Source: an optimization exercise on an open RTL-to-GDS flow (aim: small area and a short achievable clock period). Production flows keep margins and buffers that such runs may drop. No functional check of the RTL was part of any run shown here. Power figures rest on the tool's default switching activity, not on a simulated workload.

==> flow/design.v (outline; a module is shown in full before it is edited, if it fits) <==
// module DSP: 2875 lines
// module dsp_faf: 8 lines
// module dsp_maj: 5 lines
// module dsp_fa: 6 lines
// module dsp_aoi_gt: 6 lines
// module dsp_aoi_g: 5 lines
// module dsp_oai_gt: 6 lines
// module dsp_oai_g: 5 lines
// module dsp_xor: 5 lines
// module dsp_mxi: 5 lines
// module dsp_xnor: 5 lines
module DSP(A,B,C,D,CLK,CARRYIN,OPMODE,BCIN,RSTA,RSTB,RSTM,RSTP,RSTC,RSTD,RSTCARRYIN,RSTOPMODE,
          CEA,CEB,CEM,CEP,CEC,CED,CECARRYIN,CEOPMODE,PCIN,BCOUT,PCOUT,P,M,CARRYOUT,CARRYOUTF);
  // ...
==> flow/flow/run.sh <==
#!/bin/bash
# Standard layout with two changes: the port buffers are plain buf_1 cells
# instead of the default delay buffers, and ABC maps for a lighter load, so
# that it picks the smaller cell sizes and leaves sizing to the resizer.
export BUFFER_PORTS_ARGS="-buffer_cell sky130_fd_sc_hd__buf_1"
bash standard.sh ABC_LOAD_IN_FF=1 finish > standard.log 2>&1
==> flow/standard.sh <==
#!/bin/bash
# synth_recipe.tcl (not shown) runs the flow's synth.tcl, then flattens the netlist and writes it again
# the make line also repeats each setting of config.mk as NAME=value (left out here)
make -C /OpenROAD-flow-scripts/flow DESIGN_CONFIG=/design/flow/config.mk WORK_HOME=/design/flow/orfs CLKGATE_MAP_FILE= SYNTH_SCRIPT=/design/flow/synth_recipe.tcl "${@:-finish}"
==> flow/config.mk <==
export PLATFORM = sky130hd
export DESIGN_NAME = DSP
export DESIGN_NICKNAME = DSP
export VERILOG_FILES = /design/flow/design.v
export SDC_FILE = /design/flow/constraint.sdc
export NUM_CORES = 4
export LEC_CHECK = 0
export CAP_MARGIN = 20
export CORE_MARGIN = 2
export CORE_UTILIZATION = 55
export SETUP_SLACK_MARGIN = 3.7
export SLEW_MARGIN = 20
export SYNTH_HIERARCHICAL = 1
export SYNTH_MINIMUM_KEEP_SIZE = 0
==> flow/constraint.sdc <==
create_clock -name core_clock -period 8.0 [get_ports {CLK}]
set_input_delay 1.6000 -clock core_clock [delete_from_list [all_inputs] [get_ports {CLK}]]
set_output_delay 1.6000 -clock core_clock [all_outputs]
set_load 0.01 [all_outputs]
==> impl_metrics.toml, run 1 <==
[worst_setup_path]
critPathLaunch = "MC_r[2]"
path_max_fanout = 3
cp.depth = 8
critPathArrivalTime_ns = 2.72

[die]
taps = 539
coreArea_mm2 = 0.0417

[logic_synthesis]
synth_top_cells_by_count = "nand2_1 (516), nor2_1 (319), xor2_1 (301)"
ys.flop_type = "edfxtp_1"
syn_inst = 2690
synthMuxAreaShare_pct = 3.90
synth_top_cell_area_share_pct = 16.9
ys_ff_latch = 225
synth_top_family_by_area = "adder cells"
synthAdderAreaFrac_pct = 20.2

[power]
p_sw_share_pct = 42.6

[layout]
multiInputGateArea_mm2 = 0.0164
bufAreaShareNonClock_pct = 6.97
nonClockBufferCount = 391
clock_buffers = 36

[clock_network]
clock-sinks = 225
cts_buffers = 28
clkLatencyLatePin_ns = 0.60
clk_pin_slew_ns = 0.06
cts_resized = 11
postCtsHoldBufs = 0
cts_tree = "built"

[grt]
grt_use_total_pct = 35.6
grt_pass1_wl_um = 118000
first_global_vias = 20500
grt_max_degree = 73

[timing]
fmax_ghz = 0.232
grt_setup_unrepaired = "true"
timing.hold.ws_ns = 0.489
fin_crit_sh_pct = 53.9
hold_viol = 0
slew_violations = 0

[hold_path]
min_from = "OP_r[7]"

[status]
status = "finished clean"

[drt]
drc = 0

[placed_design]
placed_cells = 3402
==> run 2, diff against run 1 <==
--- a/flow/config.mk
+++ b/flow/config.mk
@@ -8,7 +8,8 @@
 export CAP_MARGIN = 20
 export CORE_MARGIN = 2
 export CORE_UTILIZATION = 55
-export SETUP_SLACK_MARGIN = 3.7
+export CTS_BUF_LIST = sky130_fd_sc_hd__clkbuf_8
+export SETUP_SLACK_MARGIN = 3.9
 export SLEW_MARGIN = 20
 export SYNTH_HIERARCHICAL = 1
 export SYNTH_MINIMUM_KEEP_SIZE = 0
==> impl_metrics.toml, run 2 <==
[worst_setup_path]
crit_path_end_kind = "output pin"
critPathSlowestCell = "edfxtp_1"
crit_path_max_incr_delay_ns = 0.47
r2r_cells = 9
r2r-end = "MS_r[19]"
crit_chain = "nor2_4, o21ai_4, a21oi_2, o21ai_4, a21oi_4, xor2_2, nor2b_4, buf_1"
path_buf_inv = 1
critical_path_class = "flip-flop to output pin"
cp.required_ns = 6.40
crit_family = "compound AO/OA/AOI/OAI gates"
r2r-start = "B_r[7]"
cp_common_cell = "o21ai_4"
startpoint_type = "flip-flop"
r2r_slack_ns = 3.97
path_max_fanout = 3
critPathArrivalTime_ns = 2.57

[logic_synthesis]
ys_warn_count = 7
synth_top_cells_by_count = "nand2_1 (516), nor2_1 (319), xor2_1 (301)"
synth.yosys.seq_area_share_pct = 25.1
ys.flop_type = "edfxtp_1"
synthAdderAreaFrac_pct = 20.2
synth_compound_area_share_pct = 12.4
synth_top_cell_area_share_pct = 16.9
ys_top_cells_by_area = "fa_1 (17%), edfxtp_1 (17%), xor2_1 (11%)"
synthMuxAreaShare_pct = 3.90
synth_top_family_by_area = "adder cells"
yosysTopAreaCell = "fa_1"
netlist_area_mm2 = 0.0231
synth_xor_area_share_pct = 15.0
syn_avg_cell_area_um2 = 8.58
syn_inst = 2690
synth.distinct_cells = 46
synth-edff-count = 128
yosysMostFrequentCell = "nand2_1"
synthArstFlopShare_pct = 0
yosys.area_share.simple_pct = 18.5
ys_ff_latch = 225

[clock_network]
clock-root-buffer = "clkbuf_8"
postCtsHoldBufs = 0
cts_tree = "built"
clkLatencyLatePin_ns = 0.64
clock-sinks = 225
cts_buffers = 44
htreeDepth = 2
clock_path_buffers = 3
clk_pin_slew_ns = 0.06

[layout]
area_growth_pct = 15.5
nFillCells = 3588
post-route-cell-area_mm2 = 0.0267
fin_nets = 3368
drive_gt1_share_pct = 15.1
reg_top3 = "C_r: 48 flops, P_r: 48 flops, MS_r: 35 flops"
final_common_cell = "nand2_1"
regArea_mm2 = 0.00579
layout_common_cells = "nand2_1 (510), buf_1 (311), xor2_1 (296)"
multiInputGateArea_mm2 = 0.0170
fin_cells = 3555

[timing]
finalClockSkew_ns = 0.0568
grt_setup_unrepaired = "true"
fin_crit_sh_pct = 52.2
maxSlewHeadroom_pct = 29.7
worst_slew_pin_slew_ns = 1.05
finalSetupViolCount = 0
slew_violations = 0
hold_viol = 0
finalSetupTns_ns = 0
fmax_ghz = 0.240
period_minus_slack_ns = 4.17

[status]
status = "finished clean"

[power]
p_per_area_mw_per_mm2 = 231
cellLeakagePower_nw = 9.02
peakVddDrop_mv = 0.135

[die]
start_util_pct = 55.4
coreArea_mm2 = 0.0417
rows = 75
die_h_um = 209
die_area_mm2 = 0.0436
die_x_um = 209
io_pins = 346

[hold_path]
min_to = "OP_r[7]"
min_from = "OP_r[7]"
holdCritPathClass = "flip-flop to flip-flop"
hold_depth = 2

[grt]
grt_pass1_wl_um = 120000
grt_max_degree = 73
grt_use_total_pct = 36.3
overflow = 0
antenna_found_initial = 1
first_global_vias = 20900

[drt]
drt_iter0_drc = 1777
drc = 0
ant_nets = 0
drt-wirelength-per-cell_um = 22.9
routed_via_density = 5.96
vias = 21200
dr.pass1.iters = 6
wl_um = 81500

[placed_design]
post-dp-hpwl_um = 58400
gp_congestion = 0.969
placed_area_mm2 = 0.0243
io_buffers = 326
placed_cells = 3402

[flow_run]
maxCapViolCount = 0
## run 2: per-layer routing
metal	up-vias	track usage, %	wire [µm]
li1	9543	-	-
met1	10400	44.4	31200
met2	1029	62.3	39700
met5	-	0	0
met4	0	19.2	4400
met3	252	5.28	6230
## run 2: how the worst max path moves through the flow
stage              from       to  slack [ns]  depth (start not counted)
2_1_floorplan    B_r[3]  MS_r[8]        4.07                         10
3_3_place_gp    PCIN[0]  P_r[32]        3.36                         14
3_5_place_dp    PCIN[0]  P_r[32]        3.33                         14
4_1_cts        MC_r[18]    M[29]        3.81                          9
5_1_grt         MC_r[2]    M[29]        3.72                          9
6_report        MC_r[2]    M[17]        3.83                          8
## run 2: Yosys stat by module (local to each module, per instance), a selection
module      area (µm²)  times used  cells  flip-flops and latches
dsp_xnor          8.76          17      1                       0
dsp_oai_g         5.00          50      1                       0
dsp_fa            20.0         195      1                       0
dsp_aoi_g         5.00          42      1                       0
dsp_maj           11.3          67      1                       0
DSP              14100           1   1707                     225
dsp_oai_gt        8.76         110      2                       0
dsp_aoi_gt        8.76          82      2                       0
dsp_xor           8.76         228      1                       0
## run 2: cell families after synthesis
group,after synthesis
adders and majority gates,262
and+or+nand+nor,1000
AOI/OAI and AO/OA,480
DFF,225
xor gates and xnor gates,396
muxes,90
buffers and inverters,235
other,2
## run 2: power breakdown
part	internal [mW]	total [mW]	switching, mW	leakage, nW
registers	1.48	1.69	0.208	1.99
clock network	0.613	1.17	0.556	0.517
logic	1.31	3.31	2.00	6.52
## run 2: stage by stage
stage                     worst slack [ns]  total power [mW]  hold slack (ns)  util (%)
after CTS                             3.81              5.81            0.486      62.1
after floorplan                       4.07              3.68            0.450         -
final                                 3.83              6.17            0.504      64.0
after detailed placement              3.33              4.43            0.472      58.4
after global routing                  3.72              6.50            0.562      64.0
after global placement                3.36              4.38            0.469      58.4
## run 2: final cells by class
cell class | count | area share [%]
Clock buffer | 47 | 2.43
Inverter | 31 | 0.436
Sequential cell | 225 | 21.7
Antenna cell | 1 | 0.00939
Tap cell | 539 | 2.53
Clock inverter | 35 | 0.812
Timing Repair Buffer | 440 | 8.25
Multi-Input combinational cell | 2237 | 63.8
## run 2: repair_timing
item,4_1_cts,5_1_grt
cloned,1,0
setup buffers,42,27
gates resized for setup,83,144
endpoints found under the hold margin,0,0
pin swaps,9,28
setup endpoints to repair,69,56
## run 2: worst register-to-register path: stages, from the launching register on
cell     delay [ns]
dfxtp_1        0.59
buf_8          0.31
nand2_1        0.15
fa_1           0.59
fa_1           0.47
maj3_2         0.35
maj3_2         0.34
maj3_2         0.35
maj3_2         0.33
or2_2          0.27
==> run 3, diff against run 2 <==
--- a/flow/config.mk
+++ b/flow/config.mk
@@ -8,7 +8,7 @@
 export CAP_MARGIN = 20
 export CORE_MARGIN = 2
 export CORE_UTILIZATION = 55
-export CTS_BUF_LIST = sky130_fd_sc_hd__clkbuf_8
+export PLACE_DENSITY = 0.72
 export SETUP_SLACK_MARGIN = 3.9
 export SLEW_MARGIN = 20
 export SYNTH_HIERARCHICAL = 1
==> impl_metrics.toml, run 3 <==
[status]
status = "finished clean"

[die]
start_util_pct = 55.4
die_area_mm2 = 0.0436
die_h_um = 209
die_x_um = 209
io_pins = 346
coreArea_mm2 = 0.0417
rows = 75

[layout]
multiInputGateArea_mm2 = 0.0169
drive_gt1_share_pct = 14.2
regArea_mm2 = 0.00580
layout_common_cells = "nand2_1 (514), buf_1 (313), xor2_1 (294)"
nFillCells = 3541
fin_nets = 3344
final_common_cell = "nand2_1"
diodes = 0
area_growth_pct = 15.6
reg_top3 = "C_r: 48 flops, P_r: 48 flops, MS_r: 35 flops"
post-route-cell-area_mm2 = 0.0267

[timing]
fin_crit_sh_pct = 52.7
period_minus_slack_ns = 4.22
maxSlewHeadroom_pct = 30.8
hold_viol = 0
timing.hold.ws_ns = 0.527
worst_slack_ns = 3.78
finalSetupTns_ns = 0
worst_slew_pin_slew_ns = 1.04
fmax_ghz = 0.237
finalSetupViolCount = 0
slew_violations = 0
grt_setup_unrepaired = "true"
finalClockSkew_ns = 0.0242

[drt]
drt_iter0_drc = 1941
vias = 21400
drc = 0
drt-wirelength-per-cell_um = 23.5
wl_um = 82700
dr.pass1.iters = 6
routed_via_density = 6.08
ant_nets = 0

[logic_synthesis]
yosysTopAreaCell = "fa_1"
synth_top_cell_area_share_pct = 16.9
synth.distinct_cells = 46
synth-edff-count = 128
synth.yosys.seq_area_share_pct = 25.1
synthArstFlopShare_pct = 0
syn_inst = 2690
yosysMostFrequentCell = "nand2_1"
netlist_area_mm2 = 0.0231
ys.flop_type = "edfxtp_1"
syn_avg_cell_area_um2 = 8.58
ys_ff_latch = 225
synth_top_cells_by_count = "nand2_1 (516), nor2_1 (319), xor2_1 (301)"
ys_warn_count = 7
ys_top_cells_by_area = "fa_1 (17%), edfxtp_1 (17%), xor2_1 (11%)"

[power]
cellLeakagePower_nw = 8.99
pwr-share-seq_pct = 26.3
internal_power_mw = 3.63
p_sw_share_pct = 43.1
p_sw_mw = 2.75
peakVddDrop_mv = 0.195
combPwrFrac_pct = 50.6
p_clk_share_pct = 23.0
p_per_area_mw_per_mm2 = 239

[clock_network]
clkLatencyLatePin_ns = 0.60
cts_tree = "built"
postCtsHoldBufs = 0
clk_pin_slew_ns = 0.06
clock-root-buffer = "clkbuf_16"
clock_path_buffers = 3
clock-sinks = 225
cts_buffers = 30
htreeDepth = 1

[grt]
use_met1_pct = 44.8
busiest_layer = "met2"
first_global_vias = 21200
overflow = 0
grt_use_total_pct = 36.5
use_met3_pct = 5.65
grt_max_degree = 73
grt_util_met2_pct = 62.3
grt_pass1_wl_um = 121000
antenna_found_initial = 0

[flow_run]
maxCapViolCount = 0

[worst_setup_path]
cp.required_ns = 6.40
crit_path_max_incr_delay_ns = 0.46
crit_path_end_kind = "output pin"
path_max_fanout = 3
critPathArrivalTime_ns = 2.62
critical_path_class = "flip-flop to output pin"
crit_chain = "nor2_4, o21ai_2, a21oi_2, o21ai_2, a21oi_2, xor2_2, nor2b_2, buf_1"
startpoint_type = "flip-flop"
critPathSlowestCell = "edfxtp_1"

[placed_design]
post-dp-hpwl_um = 59700
io_buffers = 326
dp_slack_ns = 3.28
gp_congestion = 0.969
placed_area_mm2 = 0.0243

[hold_path]
holdCritPathClass = "flip-flop to flip-flop"
==> run 3: cell counts after synthesis <==
No cell type changed its count.
==> run 3: cell type report <==
cell class / count / area share, %
clock inverters: 20 / 0.881
clock buffers: 36 / 3.17
repair buffers: 431 / 8.12
flip-flops and latches: 225 / 21.7
inverters: 31 / 0.436
well taps: 539 / 2.53
multi-input cells: 2236 / 63.1
==> run 3: final timing paths <==
kind                               from        to  slack, ns  cells after the start
worst min register to register   B_r[2]    B_r[2]       0.53                      2
worst max-delay path            MC_r[2]     M[17]       3.78                      8
worst max register to register  B_r[17]  MC_r[11]       3.97                     11
worst min-delay path             B_r[2]    B_r[2]       0.53                      2
==> run 3: modules after synthesis (local to each module, per instance), excerpt <==
| module | copies in the design | flops+latches | cells inside | area, µm² |
|---|---|---|---|---|
| dsp_oai_g | 50 | 0 | 1 | 5.00 |
| dsp_oai_gt | 110 | 0 | 2 | 8.76 |
| dsp_xor | 228 | 0 | 1 | 8.76 |
| DSP | 1 | 225 | 1707 | 14100 |
| dsp_aoi_g | 42 | 0 | 1 | 5.00 |
| dsp_xnor | 17 | 0 | 1 | 8.76 |
==> run 3: routing by layer <==
metal | vias to the layer above | wire (µm) | part of all wire [%]
met5 | - | 0 | 0
met1 | 10400 | 31200 | 38
met3 | 317 | 6810 | 8.2
met4 | 0 | 4860 | 5.9
li1 | 9464 | - | -
met2 | 1230 | 39900 | 48
==> run 3: timing repair <==
item                                    4_1_cts  5_1_grt
hold endpoints to repair                      0        0
buffers inserted                             36       24
resized for setup                            68      132
endpoints found under the setup margin       41       56
pin swaps                                     8       26
==> run 3: cell families (layout without fill, tap and decap cells) <==
| kind of cell | count (synthesis) | in the layout | synth area share, % |
|---|---|---|---|
| AND/OR/NAND/NOR | 1000 | 1000 | 18.5 |
| AO/OA/AOI/OAI | 480 | 480 | 12.4 |
| XOR/XNOR | 396 | 396 | 15.0 |
| adder cells (fa/ha/maj) | 262 | 262 | 20.2 |
| buffers and inverters | 235 | 518 | 4.87 |
| flip-flops | 225 | 225 | 25.1 |
| multiplexers | 90 | 90 | 3.90 |
| other | 2 | 8 | 0.0325 |
==> run 3: per-stage QoR <==
step | instances | power [mW] | utilization (%)
2_1_floorplan | 2696 | 3.68 | -
3_3_place_gp | 3402 | 4.37 | 58.4
3_5_place_dp | 3402 | 4.43 | 58.4
4_1_cts | 3494 | 6.06 | 62.4
5_1_grt | 3518 | 6.70 | 64.1
6_report | 3518 | 6.38 | 64.1
==> run 3: worst max-delay path, delay by kind of cell (launching register included) <==
kind,cells,cell delay (ns)
xor gates and xnor gates,1,0.23
DFF,1,0.46
AOI/OAI and AO/OA,4,0.73
buffers and inverters,1,0.17
and+or+nand+nor,2,0.45
==> run 3: power by group through the flow <==
| stage | sequential (mW) | clock, mW | combinational, mW |
|---|---|---|---|
| 2_1_floorplan | 1.61 | 0 | 2.07 |
| 3_3_place_gp | 1.68 | 0 | 2.68 |
| 3_5_place_dp | 1.69 | 0 | 2.74 |
| 4_1_cts | 1.66 | 1.49 | 2.91 |
| 5_1_grt | 1.70 | 1.54 | 3.47 |
| 6_report | 1.68 | 1.47 | 3.23 |
==> run 4, diff against run 3 <==
--- a/flow/config.mk
+++ b/flow/config.mk
@@ -8,8 +8,7 @@
 export CAP_MARGIN = 20
 export CORE_MARGIN = 2
 export CORE_UTILIZATION = 55
-export PLACE_DENSITY = 0.72
-export SETUP_SLACK_MARGIN = 3.9
+export SETUP_SLACK_MARGIN = 3.8
 export SLEW_MARGIN = 20
 export SYNTH_HIERARCHICAL = 1
 export SYNTH_MINIMUM_KEEP_SIZE = 0
==> impl_metrics.toml, run 4 <==
[timing]
finalSetupViolCount = 0
grt_setup_unrepaired = "true"
fin_crit_sh_pct = 51.9
period_minus_slack_ns = 4.15
fmax_ghz = 0.241
slew_violations = 0
finalClockSkew_ns = 0.0430
finalSetupTns_ns = 0
maxSlewHeadroom_pct = 30.2
hold_viol = 0
worst_slew_pin_slew_ns = 1.05
worst_slack_ns = 3.85

[grt]
overflow = 0
grt_pass1_wl_um = 118000
use_met1_pct = 43.9
use_met3_pct = 4.82
grt_use_total_pct = 35.6
grt_util_met2_pct = 61.7
first_global_vias = 20500
grt_max_degree = 73
antenna_found_initial = 1
busiest_layer = "met2"

[logic_synthesis]
syn_inst = 2690
synth.yosys.seq_area_share_pct = 25.1
synth.distinct_cells = 46
synthArstFlopShare_pct = 0
ys_top_cells_by_area = "fa_1 (17%), edfxtp_1 (17%), xor2_1 (11%)"
ys_warn_count = 7
synth_top_cells_by_count = "nand2_1 (516), nor2_1 (319), xor2_1 (301)"
ys_ff_latch = 225
netlist_area_mm2 = 0.0231
yosysMostFrequentCell = "nand2_1"
synth-edff-count = 128
synth_top_cell_area_share_pct = 16.9
yosysTopAreaCell = "fa_1"
ys.flop_type = "edfxtp_1"
syn_avg_cell_area_um2 = 8.58

[worst_setup_path]
cp.required_ns = 6.40
critPathArrivalTime_ns = 2.55
r2r_slack_ns = 3.88
startpoint_type = "flip-flop"
path_max_fanout = 4
critical_path_class = "flip-flop to output pin"
crit_path_end_kind = "output pin"
critPathSlowestCell = "edfxtp_1"
path_buf_inv = 1
crit_chain = "nor2_2, o21ai_4, a21oi_2, o21ai_2, a21oi_1, xnor2_2, nor2_1, buf_1"
crit_family = "compound AO/OA/AOI/OAI gates"
crit_path_max_incr_delay_ns = 0.43

[hold_path]
holdCritPathClass = "flip-flop to flip-flop"

[clock_network]
clock-sinks = 225
postCtsHoldBufs = 0
clock-root-buffer = "clkbuf_16"
clk_pin_slew_ns = 0.06
cts_buffers = 28
cts_tree = "built"
clkLatencyLatePin_ns = 0.60
clock_path_buffers = 3
htreeDepth = 1

[drt]
wl_um = 80600
vias = 21000
drt-wirelength-per-cell_um = 23.1
routed_via_density = 6.00
dr.pass1.iters = 6
drc = 0
drt_iter0_drc = 1622
ant_nets = 0

[placed_design]
placed_area_mm2 = 0.0243
io_buffers = 326
dp_slack_ns = 3.33
placed_cells = 3402
post-dp-hpwl_um = 58400
gp_congestion = 0.969

[die]
die_area_mm2 = 0.0436
die_h_um = 209
rows = 75
start_util_pct = 55.4
coreArea_mm2 = 0.0417
io_pins = 346
die_x_um = 209

[power]
p_sw_mw = 2.61
combPwrFrac_pct = 49.8
total_power_mw = 6.09
p_clk_share_pct = 22.7
pwr-share-seq_pct = 27.5
cellLeakagePower_nw = 8.77
p_per_area_mw_per_mm2 = 232
peakVddDrop_mv = 0.204
internal_power_mw = 3.48
p_sw_share_pct = 42.9

[layout]
post-route-cell-area_mm2 = 0.0262
final_common_cell = "nand2_1"
nFillCells = 3593
drive_gt1_share_pct = 11.5
reg_top3 = "C_r: 48 flops, P_r: 48 flops, MS_r: 35 flops"
fin_cells = 3494
area_growth_pct = 13.5
fin_nets = 3321
layout_common_cells = "nand2_1 (515), buf_1 (315), xor2_1 (297)"

[flow_run]
maxCapViolCount = 0

[status]
status = "finished clean"
-- run 4: cell counts after synthesis --
No cell type changed its count.
-- run 4: worst reg2reg max path, delay by kind of cell (launching register included) --
kind          cells  cell delay, ns
fa+ha+maj         6            2.45
buf+inv           1            0.44
flops             1            0.54
simple gates      2            0.44
-- run 4: per-layer routing --
metal / vias to the layer above / share of wire [%]
met5: - / 0
met3: 262 / 7.7
met2: 1060 / 49
li1: 9431 / -
met4: 0 / 5.4
met1: 10200 / 38
-- run 4: power groups by stage --
stage          registers (mW)  clock network (mW)  logic (mW)
5_1_grt                  1.70                1.43        3.27
6_report                 1.67                1.38        3.03
4_1_cts                  1.67                1.40        2.80
3_5_place_dp             1.69                   0        2.73
3_3_place_gp             1.69                   0        2.69
2_1_floorplan            1.61                   0        2.07
-- run 4: logic make-up (layout without fill, tap and decap cells) --
kind of cell | after synthesis | in the layout | synth area share [%]
buf+inv | 235 | 491 | 4.87
simple gates | 1000 | 1001 | 18.5
flops | 225 | 225 | 25.1
mux | 90 | 90 | 3.90
fa+ha+maj | 262 | 262 | 20.2
other cells | 2 | 10 | 0.0325
xor+xnor | 396 | 396 | 15.0
compound gates | 480 | 480 | 12.4
-- run 4: timing repair --
action | CTS | global route
buffers inserted | 6 | 32
resized for setup | 35 | 92
endpoints found under the setup margin | 49 | 63
pin swaps | 5 | 12
gates cloned | 0 | 1
-- run 4: final cells by class --
cell class	instances	area (µm²)	area share, %
timing repair buffer	409	1950	7.46
multi-input combinational	2237	16700	63.6
clock inverter	15	203	0.774
inverter	31	116	0.444
clock buffer	36	792	3.02
tap	539	674	2.57
antenna	2	5.00	0.0191
sequential	225	5790	22.1
-- run 4: final timing paths --
path / startpoint / end / cells past startpoint
hold reg to reg: OP_r[7] / OP_r[7] / 2
setup reg to reg: B_r[7] / MS_r[19] / 9
setup / recovery: MS_r[8] / M[23] / 8
hold / removal: OP_r[7] / OP_r[7] / 2
-- run 4: Yosys stat by module (local to each module, per instance), a selection --
module | area [µm²] | times used
dsp_fa | 20.0 | 195
dsp_xnor | 8.76 | 17
dsp_oai_g | 5.00 | 50
dsp_xor | 8.76 | 228
dsp_maj | 11.3 | 67
DSP | 14100 | 1
dsp_aoi_g | 5.00 | 42
dsp_aoi_gt | 8.76 | 82
dsp_oai_gt | 8.76 | 110
-- run 4: stage by stage --
stage	hold WS (ns)	utilization [%]
2_1_floorplan	0.450	-
3_3_place_gp	0.469	58.4
3_5_place_dp	0.472	58.4
4_1_cts	0.487	61.3
5_1_grt	0.551	62.9
6_report	0.490	62.9
==> run 5, diff against run 4 <==
--- a/flow/config.mk
+++ b/flow/config.mk
@@ -8,7 +8,7 @@
 export CAP_MARGIN = 20
 export CORE_MARGIN = 2
 export CORE_UTILIZATION = 55
-export SETUP_SLACK_MARGIN = 3.8
+export SETUP_SLACK_MARGIN = 4.2
 export SLEW_MARGIN = 20
 export SYNTH_HIERARCHICAL = 1
 export SYNTH_MINIMUM_KEEP_SIZE = 0
==> impl_metrics.toml, run 5 <==
[status]
status = "finished clean"

[logic_synthesis]
synth-edff-count = 128
yosysTopAreaCell = "fa_1"
ys_ff_latch = 225
synth.yosys.seq_area_share_pct = 25.1
ys_warn_count = 7
synth_compound_area_share_pct = 12.4
syn_inst = 2690
ys.flop_type = "edfxtp_1"
synth_top_cells_by_count = "nand2_1 (516), nor2_1 (319), xor2_1 (301)"
synth.distinct_cells = 46
synthArstFlopShare_pct = 0
synth_top_family_by_area = "adder cells"
synthAdderAreaFrac_pct = 20.2
syn_avg_cell_area_um2 = 8.58
ys_top_cells_by_area = "fa_1 (17%), edfxtp_1 (17%), xor2_1 (11%)"
netlist_area_mm2 = 0.0231
yosys.area_share.simple_pct = 18.5
synthMuxAreaShare_pct = 3.90
synth_xor_area_share_pct = 15.0
yosysMostFrequentCell = "nand2_1"
synth_top_cell_area_share_pct = 16.9

[clock_network]
clock_path_buffers = 3
clk_pin_slew_ns = 0.06
clock-root-buffer = "clkbuf_16"
cts_tree = "built"
clock-sinks = 225
cts_buffers = 30
clkLatencyLatePin_ns = 0.60
postCtsHoldBufs = 0
htreeDepth = 1

[placed_design]
placed_cells = 3400
gp_congestion = 0.977
placed_area_mm2 = 0.0243
io_buffers = 326
post-dp-hpwl_um = 58800
dp_slack_ns = 3.40

[timing]
grt_setup_unrepaired = "true"
worst_slew_pin_slew_ns = 1.04
period_minus_slack_ns = 4.16
timing.hold.ws_ns = 0.544
finalSetupViolCount = 0
finalClockSkew_ns = 0.0403
hold_viol = 0
worst_slack_ns = 3.84
maxSlewHeadroom_pct = 30.5
fin_crit_sh_pct = 52.0
finalSetupTns_ns = 0
slew_violations = 0
fmax_ghz = 0.240

[die]
io_pins = 346
rows = 75
die_x_um = 209
die_h_um = 209
die_area_mm2 = 0.0436
start_util_pct = 55.4
coreArea_mm2 = 0.0417

[power]
p_per_area_mw_per_mm2 = 243
combPwrFrac_pct = 53.7
peakVddDrop_mv = 0.175
pwr-share-seq_pct = 25.0
total_power_mw = 6.78
internal_power_mw = 3.85
p_clk_share_pct = 21.3
cellLeakagePower_nw = 9.36
p_sw_share_pct = 43.1
p_sw_mw = 2.92

[layout]
regArea_mm2 = 0.00581
layout_common_cells = "nand2_1 (504), buf_1 (305), xor2_1 (291)"
reg_top3 = "C_r: 48 flops, P_r: 48 flops, MS_r: 35 flops"
drive_gt1_share_pct = 18.7
post-route-cell-area_mm2 = 0.0278
fin_util_pct = 66.8
fin_nets = 3388
area_growth_pct = 20.6
final_common_cell = "nand2_1"
fin_cells = 3564
nFillCells = 3453
multiInputGateArea_mm2 = 0.0175

[grt]
grt_pass1_wl_um = 123000
first_global_vias = 21400
grt_use_total_pct = 37.1
overflow = 0
grt_max_degree = 73
antenna_found_initial = 2

[drt]
dr.pass1.iters = 5
routed_via_density = 6.03
ant_nets = 0
vias = 21500
wl_um = 83600
drt-wirelength-per-cell_um = 23.5
drc = 0
drt_iter0_drc = 1693

[worst_setup_path]
critPathArrivalTime_ns = 2.56
crit_path_end_kind = "output pin"
r2r_slack_ns = 4.23
r2r_cells = 14
cp.required_ns = 6.40
crit_family = "simple AND/OR/NAND/NOR gates"
cp_common_cell = "buf_4"
r2r-start = "OP_r[0]"
path_max_fanout = 3
path_buf_inv = 3
startpoint_type = "flip-flop"
crit_chain = "nor2_4, o21ai_4, a21oi_4, buf_4, o21ai_2, buf_4, xor2_2, nor2_1, buf_1"
r2r-end = "P_r[40]"
critPathSlowestCell = "edfxtp_1"
crit_path_max_incr_delay_ns = 0.45
critical_path_class = "flip-flop to output pin"

[hold_path]
min_to = "P_r[44]"
holdCritPathClass = "flip-flop to flip-flop"
hold_depth = 2
min_from = "P_r[44]"

[flow_run]
maxCapViolCount = 0
==> run 5: cell counts after synthesis <==
No cell type changed its count.
==> run 5: repair_timing <==
action	in CTS	in global routing
gates resized for setup	196	202
setup endpoints to repair	92	63
pin swaps	39	32
buffers inserted	74	32
==> run 5: kinds of logic after synthesis <==
family | after synthesis
other cells | 2
buf+inv | 235
flops | 225
xor+xnor | 396
compound gates | 480
fa+ha+maj | 262
mux | 90
simple gates | 1000
==> run 5: how the worst max path moves through the flow <==
stage | startpoint | endpoint | depth (start not counted)
2_1_floorplan | B_r[1] | MS_r[8] | 10
3_5_place_dp | PCIN[0] | P_r[44] | 14
3_3_place_gp | PCIN[0] | P_r[44] | 14
5_1_grt | MS_r[13] | M[25] | 9
4_1_cts | MS_r[23] | M[24] | 9
6_report | MS_r[9] | M[12] | 9
==> run 5: power by group through the flow <==
stage | Clock [mW] | Sequential [mW] | Combinational [mW]
2_1_floorplan | 0 | 1.61 | 2.07
3_3_place_gp | 0 | 1.69 | 2.67
3_5_place_dp | 0 | 1.70 | 2.73
4_1_cts | 1.45 | 1.68 | 3.22
5_1_grt | 1.49 | 1.72 | 3.91
6_report | 1.44 | 1.70 | 3.64
==> run 5: routing by layer <==
metal,up-vias,part of all wire [%],GRT usage [%]
li1,9582,-,-
met1,10500,38,45.5
met2,1127,49,63.9
met3,290,7.2,5.18
met4,0,6.2,19.4
met5,-,0,0
==> run 5: worst register-to-register path: cells and delay by family, from the launching register on <==
family                    cells  cell delay, ns
xor gates and xnor gates      1            0.10
DFF                           1            0.32
buffers and inverters         2            0.56
and+or+nand+nor               4            1.09
AOI/OAI and AO/OA             7            1.61
==> run 5: cell type report <==
| cell class | instances | share of cell area (%) |
|---|---|---|
| inverters | 31 | 0.427 |
| clock inverters | 20 | 0.921 |
| repair buffers | 475 | 9.70 |
| diodes | 2 | 0.0180 |
| flip-flops and latches | 225 | 20.9 |
| clock buffers | 36 | 2.85 |
| well taps | 539 | 2.42 |
| multi-input cells | 2236 | 62.8 |
==> run 5: Yosys stat by module, one instance, submodules excluded, a selection <==
module | area [µm²] | flops+latches | copies in the design | cells inside
DSP | 14100 | 225 | 1 | 1707
dsp_fa | 20.0 | 0 | 195 | 1
dsp_maj | 11.3 | 0 | 67 | 1
dsp_aoi_gt | 8.76 | 0 | 82 | 2
dsp_oai_gt | 8.76 | 0 | 110 | 2
dsp_xnor | 8.76 | 0 | 17 | 1
dsp_xor | 8.76 | 0 | 228 | 1
dsp_aoi_g | 5.00 | 0 | 42 | 1
dsp_oai_g | 5.00 | 0 | 50 | 1
==> run 6, diff against run 5 <==
--- a/flow/config.mk
+++ b/flow/config.mk
@@ -8,7 +8,9 @@
 export CAP_MARGIN = 20
 export CORE_MARGIN = 2
 export CORE_UTILIZATION = 55
-export SETUP_SLACK_MARGIN = 4.2
+export CTS_CLUSTER_DIAMETER = 80
+export CTS_CLUSTER_SIZE = 30
+export SETUP_SLACK_MARGIN = 3.8
 export SLEW_MARGIN = 20
 export SYNTH_HIERARCHICAL = 1
 export SYNTH_MINIMUM_KEEP_SIZE = 0
==> impl_metrics.toml, run 6 <==
[worst_setup_path]
critPathArrivalTime_ns = 2.62
cp.required_ns = 6.40
path_max_fanout = 3
critPathSlowestCell = "edfxtp_1"
crit_chain = "nor2_2, o21ai_1, a21oi_2, o21ai_1, a21oi_2, buf_4, xor2_2, nor2b_2, buf_1"
crit_path_max_incr_delay_ns = 0.45
critical_path_class = "flip-flop to output pin"
crit_path_end_kind = "output pin"
startpoint_type = "flip-flop"

[logic_synthesis]
synth.yosys.seq_area_share_pct = 25.1
syn_avg_cell_area_um2 = 8.58
ys_top_cells_by_area = "fa_1 (17%), edfxtp_1 (17%), xor2_1 (11%)"
netlist_area_mm2 = 0.0231
yosysTopAreaCell = "fa_1"
synth_top_cells_by_count = "nand2_1 (516), nor2_1 (319), xor2_1 (301)"
syn_inst = 2690
synthArstFlopShare_pct = 0
synth.distinct_cells = 46
ys.flop_type = "edfxtp_1"
ys_warn_count = 7
synth-edff-count = 128
yosysMostFrequentCell = "nand2_1"
synth_top_cell_area_share_pct = 16.9
ys_ff_latch = 225

[placed_design]
post-dp-hpwl_um = 58400
gp_congestion = 0.969
io_buffers = 326
placed_area_mm2 = 0.0243

[timing]
finalClockSkew_ns = 0.0448
maxSlewHeadroom_pct = 29.3
finalSetupTns_ns = 0
worst_slew_pin_slew_ns = 1.06
finalSetupViolCount = 0
fmax_ghz = 0.237
period_minus_slack_ns = 4.22
fin_crit_sh_pct = 52.8
slew_violations = 0
grt_setup_unrepaired = "true"
hold_viol = 0

[clock_network]
clock-sinks = 225
clk_pin_slew_ns = 0.10
cts_tree = "built"
htreeDepth = 1
clock-root-buffer = "clkbuf_16"
clock_path_buffers = 3
clkLatencyLatePin_ns = 0.57
cts_buffers = 23

[grt]
overflow = 0
grt_use_total_pct = 35.4
grt_max_degree = 73
antenna_found_initial = 1
grt_pass1_wl_um = 117000
first_global_vias = 20300

[layout]
regArea_mm2 = 0.00579
fin_nets = 3312
area_growth_pct = 11.9
post-route-cell-area_mm2 = 0.0258
reg_top3 = "C_r: 48 flops, P_r: 48 flops, MS_r: 35 flops"
layout_common_cells = "nand2_1 (515), buf_1 (317), xor2_1 (297)"
multiInputGateArea_mm2 = 0.0165
nFillCells = 3656
final_common_cell = "nand2_1"
drive_gt1_share_pct = 10.5

[drt]
wl_um = 80000
dr.pass1.iters = 7
vias = 20800
drc = 0
ant_nets = 0
routed_via_density = 5.99
drt_iter0_drc = 1539
drt-wirelength-per-cell_um = 23.0

[die]
die_area_mm2 = 0.0436
io_pins = 346
rows = 75
die_x_um = 209
die_h_um = 209
coreArea_mm2 = 0.0417
start_util_pct = 55.4

[status]
status = "finished clean"

[power]
pwr-share-seq_pct = 28.7
p_clk_share_pct = 19.9
internal_power_mw = 3.20
p_sw_mw = 2.60
p_per_area_mw_per_mm2 = 224
peakVddDrop_mv = 0.148
cellLeakagePower_nw = 8.63
p_sw_share_pct = 44.8
combPwrFrac_pct = 51.3

[hold_path]
holdCritPathClass = "flip-flop to flip-flop"

[flow_run]
maxCapViolCount = 0
-- run 6: cell counts after synthesis --
No cell type changed its count.
-- run 6: modules after synthesis, one instance, submodules excluded, a selection --
module / cell area (µm²) / cells inside / times used / flip-flops and latches
dsp_oai_g: 5.00 / 1 / 50 / 0
dsp_aoi_gt: 8.76 / 2 / 82 / 0
dsp_aoi_g: 5.00 / 1 / 42 / 0
dsp_fa: 20.0 / 1 / 195 / 0
DSP: 14100 / 1707 / 1 / 225
dsp_oai_gt: 8.76 / 2 / 110 / 0
dsp_xnor: 8.76 / 1 / 17 / 0
dsp_xor: 8.76 / 1 / 228 / 0
dsp_maj: 11.3 / 1 / 67 / 0
-- run 6: final timing paths --
path | depth (start not counted) | start | slack, ns | endpoint
setup / recovery | 9 | MC_r[2] | 3.78 | M[17]
setup reg to reg | 9 | B_r[7] | 3.91 | MS_r[19]
hold reg to reg | 2 | OP_r[7] | 0.50 | OP_r[7]
hold / removal | 2 | OP_r[7] | 0.50 | OP_r[7]
-- run 6: routing by layer --
metal	part of all wire (%)	global-route usage [%]	up-vias
met3	7.3	5.26	235
li1	-	-	9404
met5	0	0	-
met2	48	60.9	983
met1	39	43.6	10200
met4	5.4	17.5	0
-- run 6: power by group through the flow --
stage / Clock (mW) / Sequential [mW] / Combinational (mW)
6_report: 1.15 / 1.67 / 2.97
5_1_grt: 1.21 / 1.69 / 3.22
4_1_cts: 1.17 / 1.67 / 2.78
3_5_place_dp: 0 / 1.69 / 2.73
3_3_place_gp: 0 / 1.69 / 2.69
2_1_floorplan: 0 / 1.61 / 2.07
-- run 6: worst max-delay path, delay by kind of cell (launching register included) --
| kind | cells | cell delay [ns] |
|---|---|---|
| buffers and inverters | 2 | 0.34 |
| and+or+nand+nor | 2 | 0.43 |
| AOI/OAI and AO/OA | 4 | 0.65 |
| xor gates and xnor gates | 1 | 0.21 |
| DFF | 1 | 0.45 |
-- run 6: cell type report --
class	count	area share, %
Antenna cell	1	0.00968
Multi-Input combinational cell	2237	64.0
Clock inverter	18	0.828
Inverter	31	0.450
Tap cell	539	2.61
Clock buffer	23	2.23
Sequential cell	225	22.4
Timing Repair Buffer	405	7.43
-- run 6: kinds of logic (layout without fill, tap and decap cells) --
logic type / Yosys count / after routing / share of synthesized area [%]
compound gates: 480 / 480 / 12.4
xor+xnor: 396 / 396 / 15.0
fa+ha+maj: 262 / 262 / 20.2
buf+inv: 235 / 477 / 4.87
flops: 225 / 225 / 25.1
mux: 90 / 90 / 3.90
other cells: 2 / 9 / 0.0325
simple gates: 1000 / 1001 / 18.5
-- run 6: through the flow --
stage	setup WS [ns]	hold WS (ns)	utilization (%)	cells	total power, mW
2_1_floorplan	4.07	0.450	-	2696	3.68
3_3_place_gp	3.36	0.469	58.4	3402	4.38
3_5_place_dp	3.33	0.472	58.4	3402	4.43
4_1_cts	3.71	0.495	60.7	3449	5.62
5_1_grt	3.70	0.559	62.0	3479	6.11
6_report	3.78	0.499	62.0	3479	5.79
-- run 6: what timing repair did --
action                     4_1_cts  5_1_grt
hold buffers                     0        0
pin swaps                        4       10
gates cloned                     0        1
setup buffers                    6       28
resized for setup               30       65
setup endpoints to repair       48       62

static timing again, ports no longer ideal:
How much do the figures lean on ideal ports? The routed layouts below were timed once more, with nothing changed but the port constraints.
Step 1, drivers: a clkbuf_16 drives CLK and a buf_2 each remaining input, both assumed.
Step 2 moves the port delays by t, midway between the first and last clock arrival at a register: inputs arrive t later, outputs are due t later. That takes back most of the time a late clock gives input paths.
Three values: ideal, step 1, step 2; two values: the first two.
run	t (ns)	setup slack, ns	clock arrival spread, ns	worst register clock-pin slew, ns
run 1	0.635	3.685 / 3.630 / 3.462	0.041 / 0.042	0.06 / 0.06
run 2	0.664	3.827 / 3.770 / 3.610	0.057 / 0.057	0.07 / 0.07
run 3	0.640	3.782 / 3.725 / 3.561	0.024 / 0.024	0.07 / 0.07
run 4	0.635	3.845 / 3.788 / 3.503	0.043 / 0.043	0.07 / 0.07
run 5	0.641	3.842 / 3.782 / 3.688	0.040 / 0.040	0.07 / 0.07
run 6	0.601	3.777 / 3.722 / 3.551	0.049 / 0.049	0.10 / 0.10
After both steps every run listed still meets setup and hold. For run 4, which loses most, drivers alone change the setup slack by -0.057 ns; drivers and shift together by -0.342 ns.
